Source: an optimization exercise on an open RTL-to-GDS flow (aim: small area). Production flows keep margins and buffers that such runs may drop. Where RTL was checked, it was by simulation tests only, not by an equivalence proof against the original. No functional check of the RTL was part of run 1. No activity file was given, so power comes from the tool's default toggle rates.

**flow/design.v**
```verilog
module project(clk, reset, button1, button0, led5, led4, led3, led2, led1, led0, alarmon, what);
	input clk, reset, button1, button0;
	output [6:0] led5, led4, led3, led2, led1, led0, alarmon, what;
	function [6:0] seg10;
		input [3:0] d;
		begin
			seg10[0] = (~d[3] & ~d[2] & ~d[1] & d[0]) | (d[2] & ~d[1] & ~d[0]);
			seg10[1] = (d[2] & d[1] & ~d[0]) | (d[2] & ~d[1] & d[0]);
			seg10[2] = (~d[2] & d[1] & ~d[0]);
			seg10[3] = (d[2] & ~d[1] & ~d[0]) | (~d[3] & ~d[2] & ~d[1] & d[0]) | (d[2] & d[1] & d[0]);
			seg10[4] = (d[2] & ~d[1]) | (d[0]);
			seg10[5] = (~d[2] & d[1]) | (~d[3] & ~d[2] & d[0]) | (d[1] & d[0]);
			seg10[6] = (~d[3] & ~d[2] & ~d[1]) | (d[2] & d[1] & d[0]);
		end
	endfunction
	function [6:0] seg6;
		input [2:0] d;
		begin
			seg6[0] = (~d[2] & ~d[1] & d[0]) | (d[2] & ~d[0]);
			seg6[1] = (d[2] & d[0]);
			seg6[2] = (d[1] & ~d[0]);
			seg6[3] = (~d[2] & ~d[1] & d[0]) | (d[2] & ~d[0]);
			seg6[4] = ~((~d[2] & ~d[0]));
			seg6[5] = (~d[2] & d[0]) | (d[1]);
			seg6[6] = (~d[2] & ~d[1]);
		end
	endfunction
	function [6:0] seg6b;
		input [2:0] d;
		begin
			seg6b[0] = (~d[2] & ~d[1] & d[0]) | (d[2] & d[1]) | (d[2] & ~d[0]);
			seg6b[1] = (d[2] & d[0]);
			seg6b[2] = ~((~d[2] & d[0]) | (~d[1]));
			seg6b[3] = (~d[2] & ~d[1] & d[0]) | (d[2] & d[1]) | (d[2] & ~d[0]);
			seg6b[4] = ~((~d[2] & ~d[0]));
			seg6b[5] = (~d[2] & d[0]) | (d[1]);
			seg6b[6] = (~d[2] & ~d[1]) | (d[2] & d[1]);
		end
	endfunction
	function [3:0] n10;
		input [3:0] q;
		input en;
		n10 = q ^ {en & q[0] & (q[3] | q[1] & q[2]), en & q[0] & q[1], en & q[0] & ~q[3], en};
	endfunction
	function [2:0] n6;
		input [2:0] q;
		input en;
		n6 = q ^ {en & q[0] & (q[1] | q[2]), en & q[0] & ~q[2], en};
	endfunction
	function [4:0] n24;
		input [4:0] q;
		input en;
		reg c3;
		begin
			c3 = en & q[0] & q[1] & q[2];
			n24 = q ^ {c3 & (q[3] | q[4]), c3 & ~q[4], en & q[0] & q[1], en & q[0], en};
		end
	endfunction
	function [9:0] n1000;
		input [9:0] q;
		input en;
		reg [9:0] c;
		reg e;
		integer i;
		begin
			c[0] = en;
			for (i = 1; i < 10; i = i + 1) c[i] = c[i-1] & q[i-1];
			e = c[3] & q[9] & q[8] & q[7] & q[6] & q[5];
			n1000 = q ^ {c[9:5] | {5{e}}, c[4], c[3] & ~e, c[2:0]};
		end
	endfunction
	reg b0d0, b0d1, b1d0, b1d1;
	always @(posedge clk or negedge reset)
		if (!reset) begin b0d0 <= 0; b0d1 <= 0; b1d0 <= 0; b1d1 <= 0; end
		else begin b0d0 <= button0; b0d1 <= b0d0; b1d0 <= button1; b1d1 <= b1d0; end
	wire B0 = b0d1 & ~b0d0;
	wire B1 = b1d1 & ~b1d0;
	reg [3:0] state;
	wire ns0 = (~state[1] & ~state[0] & B0) | (state[1] & state[0] & B0) | (state[2] & state[0]) | (state[3] & ~state[1]) | (~state[1] & ~B0 & B1) | (state[0] & ~B0 & ~B1);
	wire ns1 = (state[1] & ~B0 & ~B1) | (~state[0] & ~B0 & B1) | (state[2] & state[1]) | (state[3] & state[1] & B0) | (~state[3] & ~state[2] & state[0] & B0);
	wire ns2 = (state[2] & state[1] & state[0] & ~B0) | (~state[3] & ~state[2] & state[1] & ~state[0] & ~B0 & B1) | (state[2] & ~state[0] & ~B1) | (~state[3] & ~state[2] & state[1] & state[0] & B0) | (state[2] & ~state[1] & ~B1) | (~state[3] & ~state[2] & ~state[1] & state[0] & ~B0 & B1);
	wire ns3 = (state[2] & state[1] & state[0] & B0) | (state[2] & ~state[0] & B1) | (state[2] & ~state[1] & B1) | (state[3] & ~state[0] & ~B1) | (state[3] & ~state[1] & ~B1) | (state[3] & ~B0 & ~B1);
	always @(posedge clk or negedge reset)
		if (!reset) state <= 4'd0;
		else state <= {ns3, ns2, ns1, ns0};
	wire set_clock = (~state[1] & state[0]);
	wire alarm_set = (state[1] & ~state[0]);
	wire stop = (state[1] & state[0]);
	wire hsub = (state[2] & ~state[1]) | (state[2] & ~state[0]);
	wire msub = (state[3] & ~state[1]) | (state[3] & ~state[0]);
	wire hc = (state[2] & ~state[1]);
	wire mc = (state[3] & ~state[1]);
	wire ha = (state[2] & ~state[0]);
	wire ma = (state[3] & ~state[0]);
	wire srun = (state[2] & state[1] & state[0]);
	wire spause = (state[3] & state[1] & state[0]);
	reg [9:0] div;
	reg [3:0] sec, min;
	reg [2:0] sec10, min10;
	reg [4:0] hour;
	wire run = ~set_clock;
	wire div_end = &{div[9:5], div[2:0]};
	wire tick = run & div_end;
	wire sec_end = sec[3] & sec[0];
	wire sec10_end = sec10[2] & sec10[0];
	wire min_end = min[3] & min[0];
	wire min10_end = min10[2] & min10[0];
	wire en_min = set_clock ? (B0 & mc) : (tick & sec_end & sec10_end);
	wire en_hour = set_clock ? (B0 & hc) : (en_min & min_end & min10_end);
	always @(posedge clk or negedge reset)
		if (!reset) begin div <= 0; sec <= 0; sec10 <= 0; min <= 0; min10 <= 0; hour <= 0; end
		else begin
			div <= n1000(div, run);
			sec <= n10(sec, tick);
			sec10 <= n6(sec10, tick & sec_end);
			min <= n10(min, en_min);
			min10 <= n6(min10, en_min & min_end);
			hour <= n24(hour, en_hour);
		end
	reg [3:0] amin;
	reg [2:0] amin10;
	reg [4:0] ahour;
	wire amin_end = amin[3] & amin[0];
	always @(posedge clk or negedge reset)
		if (!reset) begin amin <= 0; amin10 <= 0; ahour <= 0; end
		else begin
			amin <= n10(amin, B0 & ma);
			amin10 <= n6(amin10, B0 & ma & amin_end);
			ahour <= n24(ahour, B0 & ha);
		end
	reg [3:0] sdiv, sms, sms10, ssec, smin;
	reg [2:0] ssec10, smin10;
	wire sclr = ~(srun | (spause & ~B0));
	wire e0 = srun & sdiv[3] & sdiv[0];
	wire e1 = e0 & sms[3] & sms[0];
	wire e2 = e1 & sms10[3] & sms10[0];
	wire e3 = e2 & ssec[3] & ssec[0];
	wire e4 = e3 & ssec10[2] & ssec10[0];
	wire e5 = e4 & smin[3] & smin[0];
	always @(posedge clk)
		if (sclr) begin sdiv <= 0; sms <= 0; sms10 <= 0; ssec <= 0; ssec10 <= 0; smin <= 0; smin10 <= 0; end
		else begin
			sdiv <= n10(sdiv, 1'b1);
			sms <= n10(sms, e0);
			sms10 <= n10(sms10, e1);
			ssec <= n10(ssec, e2);
			ssec10 <= n6(ssec10, e3);
			smin <= n10(smin, e4);
			smin10 <= n6(smin10, e5);
		end
	wire [4:0] h = alarm_set ? ahour : hour;
	wire [3:0] h1;
	wire [2:0] h10;	 
	assign h1[0] = (h[0]);
	assign h1[1] = (h[3] & h[2] & ~h[1]) | (~h[4] & ~h[3] & h[1]) | (h[4] & ~h[2] & ~h[1]) | (h[4] & h[2] & h[1]);
	assign h1[2] = (~h[4] & ~h[3] & h[2]) | (h[4] & ~h[2] & ~h[1]) | (~h[4] & h[2] & h[1]);
	assign h1[3] = (h[4] & ~h[2] & h[1]) | (h[3] & ~h[2] & ~h[1]);
	assign h10[0] = (~h[4]) | (~h[2]);
	assign h10[1] = (~h[4] & ~h[3]) | (h[4] & h[2]) | (h[3] & ~h[2] & ~h[1]);
	assign h10[2] = (~h[4] & ~h[3]) | (~h[4] & ~h[2] & ~h[1]);
	wire [3:0] n0 = alarm_set ? 4'd0 : stop ? sms : sec;
	wire [3:0] n1 = alarm_set ? 4'd0 : stop ? sms10 : {1'b0, sec10};
	wire [3:0] n2 = alarm_set ? amin : stop ? ssec : min;
	wire [2:0] n3 = alarm_set ? amin10 : stop ? ssec10 : min10;
	wire [3:0] n4 = stop ? smin : h1;
	wire [2:0] n5 = stop ? smin10 : h10;
	assign led0 = seg10(n0);
	assign led1 = seg10(n1);
	assign led2 = seg10(n2);
	assign led3 = seg6(n3);
	assign led4 = seg10(n4);
	assign led5 = seg6b(n5);
	assign what = alarm_set ? 7'b000_1000 : 7'b111_1111;
	wire match = (ahour == hour) & (amin10 == min10) & (amin == min);
	assign alarmon = match ? 7'b000_1000 : 7'b111_1111;
endmodule
```
**flow/flow/run.sh**
```bash
#!/bin/bash
# Standard layout, with an area-oriented ABC script and no half-adder extraction in synthesis,
# single-drive buffers on the ports and a small clock tree.
set -euo pipefail
{ cat flow/overrides.tcl; cat synth_recipe.tcl; } > own_synth.tcl
export OWN_ABC_SCRIPT=$PWD/flow/area.abc
export BUFFER_PORTS_ARGS="-buffer_cell sky130_fd_sc_hd__buf_1"
export CTS_ARGS="-sink_clustering_enable -repair_clock_nets -root_buf sky130_fd_sc_hd__clkbuf_8 -buf_list sky130_fd_sc_hd__clkbuf_8 -sink_clustering_size 40 -sink_clustering_max_diameter 300 -dont_use_dummy_load"
bash standard.sh SYNTH_SCRIPT=$PWD/own_synth.tcl > standard_flow.log 2>&1
```
**flow/flow/area.abc**
```
strash
&get -n
&fraig -x
&put
scorr
dc2
strash
&get -n
&dch -f
&nf -R 1000
&put
topo
```
**flow/flow/overrides.tcl**
```tcl
proc extract_fa {args} { puts "own flow: no adder extraction" }
proc abc {args} {
  set i [lsearch -exact $args -script]
  if {$i >= 0} { set args [lreplace $args $i [expr {$i + 1}] -script $::env(OWN_ABC_SCRIPT)] }
  yosys abc {*}$args
}
```
**flow/standard.sh**
```bash
#!/bin/bash
# synth_recipe.tcl (not shown) runs the flow's synth.tcl, then flattens the netlist and writes it again
# the make line also repeats each setting of config.mk as NAME=value (left out here)
make -C /OpenROAD-flow-scripts/flow DESIGN_CONFIG=/design/flow/config.mk WORK_HOME=/design/flow/orfs CLKGATE_MAP_FILE= SYNTH_SCRIPT=/design/flow/synth_recipe.tcl "${@:-finish}"
```
**flow/config.mk**
```make
export PLATFORM = sky130hd
export DESIGN_NAME = project
export DESIGN_NICKNAME = project
export VERILOG_FILES = /design/flow/design.v
export SDC_FILE = /design/flow/constraint.sdc
export NUM_CORES = 4
export LEC_CHECK = 0
export CAP_MARGIN = 20
export CORE_MARGIN = 2
export CORE_UTILIZATION = 60
export SLEW_MARGIN = 20
```
**flow/constraint.sdc**
```tcl
create_clock -name core_clock -period 10.0 [get_ports {clk}]
set_input_delay 2.0000 -clock core_clock [delete_from_list [all_inputs] [get_ports {clk}]]
set_output_delay 2.0000 -clock core_clock [all_outputs]
set_load 0.01 [all_outputs]
```
==> results of run 1 <==
registers in the layout (all words and copies together) (netlist names), 4 cells and up:
name,flops
state,4
hour,5
div,10
ssec,4
sms,4
sdiv,4
ahour,5
amin,4
sec,4
smin,4
min,4
sms10,4
critical path: stages (launching register included):
cell and delay (ns):
dfrtp_1 0.57, clkinv_1 0.48, nor2_1 0.55, clkinv_1 0.54, mux2i_1 0.31, o21ai_0 0.26
a21o_1 0.14, nor2_1 0.04, nor3_1 0.47, nand2b_1 0.20, nand2_1 0.07, o21a_1 0.17
o21bai_1 0.15, buf_1 0.16
per-stage QoR:
stage          setup slack [ns]  instance area (um2)  hold slack (ns)  cells  total power, mW
2_1_floorplan              4.62                 3870            0.346    444            0.857
3_3_place_gp               4.19                 4090            0.355    566            0.991
3_5_place_dp               3.97                 4090            0.357    566             1.00
4_1_cts                    3.59                 4210            0.380    575             1.18
5_1_grt                    3.02                 4210            0.396    575             1.28
6_report                   3.54                 4210            0.379    575             1.18
routing by layer:
| layer | global-route usage | part of all wire |
|---|---|---|
| met2 | 0.373 | 0.46 |
| met5 | 0 | 0 |
| met4 | 0.0645 | 0.0063 |
| met3 | 0.0737 | 0.041 |
| met1 | 0.332 | 0.49 |
cells by family (layout without fill, tap and decap cells):
| family | after synthesis | count (layout) | synth area share |
|---|---|---|---|
| AND/OR/NAND/NOR | 189 | 189 | 0.229 |
| flip-flops | 75 | 75 | 0.452 |
| buffers and inverters | 20 | 74 | 0.0330 |
| XOR/XNOR | 38 | 38 | 0.0861 |
| other | 1 | 2 | 0.000970 |
| multiplexers | 4 | 4 | 0.0104 |
| AO/OA/AOI/OAI | 116 | 116 | 0.188 |
area by class of cell:
cell class	count	area (um2)
Clock buffer	9	124
Fill cell	517	2060
Inverter	6	22.5
Multi-Input combinational cell	349	1990
Sequential cell	75	1750
Tap cell	77	96.3
Timing Repair Buffer	59	230
synth_stat cells (2+ instances only):
library cell  count  area share
nor2_1           55       0.053
nand2_1          53       0.051
dfrtp_1          49        0.32
a21oi_1          36       0.047
o21ai_0          29       0.038
dfxtp_1          26        0.13
xnor2_1          24       0.054
nand2b_1         17       0.028
nand3_1          15       0.019
buf_4            14       0.027
xor2_1           14       0.032
and3_1           11       0.018
nor3_1           11       0.014
nor2b_1           9       0.015
a22o_1            7       0.016
and2_0            7       0.011
o21a_1            7       0.014
a31oi_1           6      0.0097
clkinv_1          6      0.0058
a21boi_0          5      0.0097
a222oi_1          4       0.010
a22oi_1           4      0.0078
mux2i_1           4       0.010
o22ai_1           4      0.0065
a211oi_1          3      0.0058
nand4_1           3      0.0049
nor4_1            3      0.0049
a32o_1            2      0.0052
and4_1            2      0.0045
o31ai_1           2      0.0039
placed cells by master (no fill, tap or decap), drive strengths merged, types with 5 or more instances in the layout:
master and instances:
and2 7, o21ai 29, o21a 7, a22o 7, xnor2 24, a31oi 6
nand2 53, a21boi 5, nand2b 17, nor2b 9, xor2 14, dfxtp 26
nor2 55, nor3 11, and3 11, dfrtp 49, buf 58, clkinv 6
clkbuf 10, nand3 15, a21oi 36
worst max path at each step:
stage	endpoint	slack, ns
4_1_cts	led4[3]	3.59
6_report	led4[3]	3.54
3_5_place_dp	led4[3]	3.97
2_1_floorplan	led4[3]	4.62
3_3_place_gp	led4[3]	4.19
5_1_grt	led4[3]	3.02
report_power, final:
part           switching [mW]  internal [mW]
clock                  0.0976         0.0803
sequential             0.0705          0.351
combinational           0.364          0.215
total                   0.532          0.647
==> flow_summary_export.csv, run 1 <==
group,metric,value,unit
grt,grt_remaining_overflow,0,
floorplanning,die_area,7100,um2
timing,finClkSkew,0.0144,ns
setup_path,criticalPathCategory,"reg -> out",
synthesis,mappedNetlistArea,3860,um2
floorplanning,io_pins,60,
cts,clockBufferDepth,2,
floorplanning,initial_core_util,0.616,
synthesis,ys_types,41,
timing,tns,0,ns
grt,grt_max_degree,50,
setup_path,cp-startpoint,"state[1]",
pwr,power_density,280,nW/um2
min_path,hold_class,"reg -> reg",
timing,worst_pin_slew,1.09,ns
floorplanning,die_height,84.3,um
final_layout,final_util,0.671,
cts,h-tree-depth,3,
placed_design,routabilityCongestion,0.910,
setup_path,cp_max_fo,16,
setup_path,critical_path_arrival,4.46,ns
timing,setup-violations-final,0,
cts,cts_root_buffer,"clkbuf_8",
detailed_routing,drcViolationCount,0,
grt,first_global_vias,2935,
cts,cts_buffers,9,
setup_path,worst_r2r_endpoint,"hour[3]",
synthesis,ys_ff_latch,75,
pwr,ir_drop,245,uV
cts,cts_sinks,75,
floorplanning,core_area,6280,um2
setup_path,cp-start-kind,"flop",
min_path,whs_path_depth,0,
floorplanning,die_width,84.3,um
cts,tritoncts,"built",
min_path,worstHoldStart,"b1d0",
synthesis,synthCells,443,
timing,slew_headroom,0.272,
final_layout,layout.nets,504,
detailed_routing,wl_per_cell,14.1,um
timing,rsz0062_at_grt,"no",
floorplanning,rows,29,
cts,clk_pin_slew,0.07,ns
synthesis,synth-edff-count,0,
detailed_routing,vias,3314,
flow_run,maxCapViolCount,0,
setup_path,r2r_start,"state[1]",
detailed_routing,drt_iter0_drc,206,
timing,finalHoldViolCount,0,
synthesis,ys_seq_area_frac,0.452,
cts,ctsHoldBuffers,0,
timing,fin_crit_sh,0.646,
timing,period_minus_slack,6.46,ns
setup_path,cp_data_required_time,8.00,ns
cts,cts_resized,0,
placed_design,placement.io_buffers,57,
detailed_routing,final_antenna_net_count,0,
final_layout,syn_to_final_growth,9.03,%
timing,slew_violations,0,
min_path,min_to,"b1d1",
final_layout,drive_above_1_share,0.0241,
synthesis,ys_async_sr_fraction,0.653,
placed_design,dp_hpwl,5890,um
pwr,p_leak,1.81,nW
grt,antenna_found_initial,0,
setup_path,r2r_cells,15,
synthesis,ys.flop_type,"dfrtp_1",
grt,grt_pass1_wl,13800,um
detailed_routing,dr.pass1.iters,6,
detailed_routing,wl,8110,um
run_status,status,"finished clean",
final_layout,diodes,0,
timing,fmax,0.155,GHz
setup_path,end_kind,"output port",
grt,track_usage,0.241,
synthesis,syn_avg_cell_area,8.72,um2
setup_path,ff2ff_setup_slack,5.66,ns
cts,post-cts-setup-buffers,0,
detailed_routing,avgViaCountPerCell,5.76,
synthesis,synth-warning-count,1,
cts,clock_latency,0.35,ns
==> inputs of run 2 (changes only) <==
--- a/flow/design.v
+++ b/flow/design.v
@@ -6,9 +6,9 @@
 		begin
 			seg10[0] = (~d[3] & ~d[2] & ~d[1] & d[0]) | (d[2] & ~d[1] & ~d[0]);
-			seg10[1] = (d[2] & d[1] & ~d[0]) | (d[2] & ~d[1] & d[0]);
+			seg10[1] = (d[2] & ~d[1] & d[0]) | (d[2] & d[1] & ~d[0]);
 			seg10[2] = (~d[2] & d[1] & ~d[0]);
-			seg10[3] = (d[2] & ~d[1] & ~d[0]) | (~d[3] & ~d[2] & ~d[1] & d[0]) | (d[2] & d[1] & d[0]);
-			seg10[4] = (d[2] & ~d[1]) | (d[0]);
-			seg10[5] = (~d[2] & d[1]) | (~d[3] & ~d[2] & d[0]) | (d[1] & d[0]);
+			seg10[3] = (~d[3] & ~d[2] & ~d[1] & d[0]) | (d[2] & ~d[1] & ~d[0]) | (d[2] & d[1] & d[0]);
+			seg10[4] = (d[0]) | (d[2] & ~d[1]);
+			seg10[5] = (~d[3] & ~d[2] & d[0]) | (~d[2] & d[1]) | (d[1] & d[0]);
 			seg10[6] = (~d[3] & ~d[2] & ~d[1]) | (d[2] & d[1] & d[0]);
 		end
@@ -29,8 +29,8 @@
 		input [2:0] d;
 		begin
-			seg6b[0] = (~d[2] & ~d[1] & d[0]) | (d[2] & d[1]) | (d[2] & ~d[0]);
+			seg6b[0] = (~d[2] & ~d[1] & d[0]) | (d[2] & ~d[0]) | (d[2] & d[1]);
 			seg6b[1] = (d[2] & d[0]);
-			seg6b[2] = ~((~d[2] & d[0]) | (~d[1]));
-			seg6b[3] = (~d[2] & ~d[1] & d[0]) | (d[2] & d[1]) | (d[2] & ~d[0]);
+			seg6b[2] = ~((~d[1]) | (~d[2] & d[0]));
+			seg6b[3] = (~d[2] & ~d[1] & d[0]) | (d[2] & ~d[0]) | (d[2] & d[1]);
 			seg6b[4] = ~((~d[2] & ~d[0]));
 			seg6b[5] = (~d[2] & d[0]) | (d[1]);
@@ -77,8 +77,8 @@
 	wire B1 = b1d1 & ~b1d0;
 	reg [3:0] state;
-	wire ns0 = (~state[1] & ~state[0] & B0) | (state[1] & state[0] & B0) | (state[2] & state[0]) | (state[3] & ~state[1]) | (~state[1] & ~B0 & B1) | (state[0] & ~B0 & ~B1);
-	wire ns1 = (state[1] & ~B0 & ~B1) | (~state[0] & ~B0 & B1) | (state[2] & state[1]) | (state[3] & state[1] & B0) | (~state[3] & ~state[2] & state[0] & B0);
-	wire ns2 = (state[2] & state[1] & state[0] & ~B0) | (~state[3] & ~state[2] & state[1] & ~state[0] & ~B0 & B1) | (state[2] & ~state[0] & ~B1) | (~state[3] & ~state[2] & state[1] & state[0] & B0) | (state[2] & ~state[1] & ~B1) | (~state[3] & ~state[2] & ~state[1] & state[0] & ~B0 & B1);
-	wire ns3 = (state[2] & state[1] & state[0] & B0) | (state[2] & ~state[0] & B1) | (state[2] & ~state[1] & B1) | (state[3] & ~state[0] & ~B1) | (state[3] & ~state[1] & ~B1) | (state[3] & ~B0 & ~B1);
+	wire ns0 = (~state[1] & ~state[0] & B0) | (state[1] & state[0] & B0) | (state[2] & state[0]) | (~state[1] & ~B0 & B1) | (state[0] & ~B0 & ~B1) | (state[3] & ~state[1]);
+	wire ns1 = (~state[0] & ~B0 & B1) | (~state[3] & ~state[2] & state[0] & B0) | (state[2] & state[1]) | (state[1] & ~B0 & ~B1) | (state[3] & state[1] & B0);
+	wire ns2 = (~state[3] & ~state[2] & ~state[1] & state[0] & ~B0 & B1) | (~state[3] & ~state[2] & state[1] & ~state[0] & ~B0 & B1) | (~state[3] & ~state[2] & state[1] & state[0] & B0) | (state[2] & ~state[1] & ~B1) | (state[2] & ~state[0] & ~B1) | (state[2] & state[1] & state[0] & ~B0);
+	wire ns3 = (state[3] & ~state[1] & ~B1) | (state[3] & ~state[0] & ~B1) | (state[3] & ~B0 & ~B1) | (state[2] & ~state[1] & B1) | (state[2] & ~state[0] & B1) | (state[2] & state[1] & state[0] & B0);
 	always @(posedge clk or negedge reset)
 		if (!reset) state <= 4'd0;
@@ -153,9 +153,9 @@
 	wire [2:0] h10;	 
 	assign h1[0] = (h[0]);
-	assign h1[1] = (h[3] & h[2] & ~h[1]) | (~h[4] & ~h[3] & h[1]) | (h[4] & ~h[2] & ~h[1]) | (h[4] & h[2] & h[1]);
+	assign h1[1] = (~h[4] & ~h[3] & h[1]) | (h[3] & h[2] & ~h[1]) | (h[4] & ~h[2] & ~h[1]) | (~h[3] & h[2] & h[1]);
 	assign h1[2] = (~h[4] & ~h[3] & h[2]) | (h[4] & ~h[2] & ~h[1]) | (~h[4] & h[2] & h[1]);
-	assign h1[3] = (h[4] & ~h[2] & h[1]) | (h[3] & ~h[2] & ~h[1]);
+	assign h1[3] = (h[3] & ~h[2] & ~h[1]) | (h[4] & ~h[2] & h[1]);
 	assign h10[0] = (~h[4]) | (~h[2]);
-	assign h10[1] = (~h[4] & ~h[3]) | (h[4] & h[2]) | (h[3] & ~h[2] & ~h[1]);
+	assign h10[1] = (~h[4] & ~h[3]) | (~h[4] & ~h[2] & ~h[1]) | (~h[3] & h[2]);
 	assign h10[2] = (~h[4] & ~h[3]) | (~h[4] & ~h[2] & ~h[1]);
 	wire [3:0] n0 = alarm_set ? 4'd0 : stop ? sms : sec;
==> run 2 against run 1 <==
Compared with the run above: non-clock buffer count grew 1; largest cell class unchanged; total power shrank 0.22%; critical endpoint unchanged; maximum frequency grew 0.33%; largest power group unchanged; still clean.
==> flow_summary_export.csv, run 2 <==
group,metric,value,unit
run_status,status,"finished clean",
cts,ctsHoldBuffers,0,
final_layout,layout.cells.non_filler,573,
cts,clock_latency,0.35,ns
detailed_routing,drcViolationCount,0,
cts,cts_resized,0,
min_path,hold_class,"reg -> reg",
synthesis,synth_common_cells,"nand2_1, dfrtp_1, nor2_1",
synthesis,ys_types,39,
final_layout,largestRegisters,"div: 10 flops, ahour: 5 flops, hour: 5 flops",
flow_run,maxCapViolCount,0,
floorplanning,rows,29,
final_layout,largest_reg_flops,10,
detailed_routing,drt_iter0_drc,207,
grt,track_usage,0.238,
final_layout,layout.nets,502,
cts,h-tree-depth,3,
cts,clk_pin_slew,0.08,ns
grt,grt_util_met2,0.348,
floorplanning,die_width,84.1,um
floorplanning,core_area,6280,um2
final_layout,final_cell_mix,"nand2_1, buf_1, dfrtp_1",
detailed_routing,avgViaCountPerCell,5.76,
setup_path,cp-start-kind,"flop",
floorplanning,die_height,84.1,um
synthesis,ys_ff_latch,75,
timing,worst_pin_slew,0.863,ns
synthesis,synth-warning-count,1,
synthesis,mappedNetlistArea,3850,um2
cts,post-cts-setup-buffers,0,
grt,grt_pass1_wl,13500,um
placed_design,place_ws,4.00,ns
setup_path,ff2ff_setup_slack,5.60,ns
detailed_routing,wl_per_cell,13.9,um
synthesis,synth_top_area_share,0.318,
placed_design,placement.io_buffers,57,
detailed_routing,final_antenna_net_count,0,
placed_design,dp_hpwl,5910,um
synthesis,yosys.cell_count.top_type,"nand2_1",
synthesis,ys.flop_type,"dfrtp_1",
grt,grt-busiest-layer,"met1",
final_layout,syn_to_final_growth,9.26,%
final_layout,n_fill_cell,554,
floorplanning,die_area,7080,um2
setup_path,end_kind,"output port",
detailed_routing,dr.pass1.iters,5,
grt,use_met3,0.0442,
final_layout,layout_commonest_cell,"nand2_1",
setup_path,critical_path_arrival,4.44,ns
synthesis,synth-edff-count,0,
setup_path,cp_data_required_time,8.00,ns
final_layout,diodes,0,
cts,cts_sinks,75,
timing,fin_ws,3.56,ns
cts,cts_buffers,9,
grt,grt_remaining_overflow,0,
timing,rsz0062_at_grt,"no",
placed_design,dp_cells,564,
timing,fin_crit_sh,0.644,
synthesis,synthCells,440,
cts,tritoncts,"built",
synthesis,syn_avg_cell_area,8.76,um2
setup_path,cp_max_fo,19,
detailed_routing,wl,7950,um
setup_path,criticalPathCategory,"reg -> out",
timing,setup-violations-final,0,
timing,finClkSkew,0.0157,ns
cts,cts_root_buffer,"clkbuf_8",
detailed_routing,vias,3299,
final_layout,top_register,"div",
synthesis,ys_async_sr_fraction,0.653,
pwr,ir_drop,253,uV
timing,slew_violations,0,
synthesis,synth_area_leaders,"dfrtp_1, dfxtp_1, xnor2_1",
floorplanning,initial_core_util,0.614,
pwr,p_leak,1.83,nW
timing,period_minus_slack,6.44,ns
timing,slew_headroom,0.425,
synthesis,synth_top_area_cell,"dfrtp_1",
final_layout,drive_above_1_share,0.0262,
placed_design,routabilityCongestion,0.826,
synthesis,ys_seq_area_frac,0.453,
grt,grt_max_degree,34,
floorplanning,io_pins,60,
cts,clockBufferDepth,2,
grt,grtUsageMet1,0.351,
grt,antenna_found_initial,0,
timing,finalHoldViolCount,0,
pwr,power_density,279,nW/um2
timing,fmax,0.155,GHz
grt,first_global_vias,2847,
timing,tns,0,ns
-- run 2: kinds of logic after synthesis --
| logic type | after synthesis | synth area share |
|---|---|---|
| mux | 4 | 0.0104 |
| buf+inv | 24 | 0.0370 |
| flops | 75 | 0.453 |
| compound gates | 117 | 0.190 |
| xor+xnor | 39 | 0.0887 |
| simple gates | 180 | 0.220 |
| other cells | 1 | 0.000973 |
-- run 2: area by class of cell --
class	instances	area [um2]	area share
multi-input combinational	342	1970	0.467
sequential	75	1750	0.415
timing repair buffer	60	238	0.0565
clock buffer	9	124	0.0294
tap	77	96.3	0.0229
inverter	10	37.5	0.00892
-- run 2: per-layer routing --
layer	up-vias	wire, um
met5	-	0
met4	0	132
met3	12	390
met2	77	3500
met1	1549	3930
li1	1661	-
-- run 2: critical path, stage by stage (launching register included) --
cell and delay (ns):
dfrtp_1 0.51, clkinv_1 0.49, nor2_1 0.53, clkinv_1 0.56, mux2i_1 0.46, and2_0 0.21
nand2b_1 0.16, xnor2_1 0.09, a22o_1 0.27, nand2b_1 0.19, nand2_1 0.11, a21boi_0 0.22
o21bai_1 0.14, buf_1 0.16
-- run 2: final timing paths --
kind | endpoint | cells past startpoint | from
max | led4[3] | 13 | state[1]
min | b1d1 | 0 | b1d0
max reg2reg | hour[3] | 15 | state[1]
min reg2reg | b1d1 | 0 | b1d0
max in group asynchronous | ahour[0] | 2 | reset
min in group asynchronous | div[7] | 1 | reset
-- run 2: report_power, final --
group	switching (mW)	internal [mW]	leakage, nW
sequential	0.0715	0.354	0.843
clock	0.0952	0.0803	0.0647
combinational	0.362	0.213	0.925
total	0.529	0.647	1.83
-- run 2: stage by stage --
step / hold slack (ns) / power (mW) / utilization / cell area, um2
5_1_grt: 0.409 / 1.27 / 0.671 / 4210
4_1_cts: 0.384 / 1.18 / 0.671 / 4210
3_5_place_dp: 0.365 / 1.00 / 0.651 / 4090
2_1_floorplan: 0.346 / 0.854 / - / 3860
3_3_place_gp: 0.350 / 0.990 / 0.651 / 4090
6_report: 0.376 / 1.18 / 0.671 / 4210

-- re-timing with driven ports --
Ports are ideal in the flow. The routed layouts listed here were re-timed in OpenROAD.
Step 1 sets driving cells, clkbuf_16 on the clock port and buf_2 on the other inputs (assumed; they add their load-dependent delay and slew).
Step 2 adds t to the input delays and takes it off the output delays; t is the mean of the earliest and latest rising clock arrival at the registers after step 1. Input paths then give back, and output paths get back, about the clock's delay inside the block.
Three values: ideal, step 1, step 2; two values: the first two.
| run | t, ns | setup WS [ns] | slew at the worst register clock pin (ns) |
|---|---|---|---|
| run 1 | 0.375 | 3.539 / 3.508 / 3.883 | 0.08 / 0.08 |
| run 2 | 0.375 | 3.561 / 3.529 / 3.904 | 0.08 / 0.08 |
After both steps every run listed still meets setup and hold.
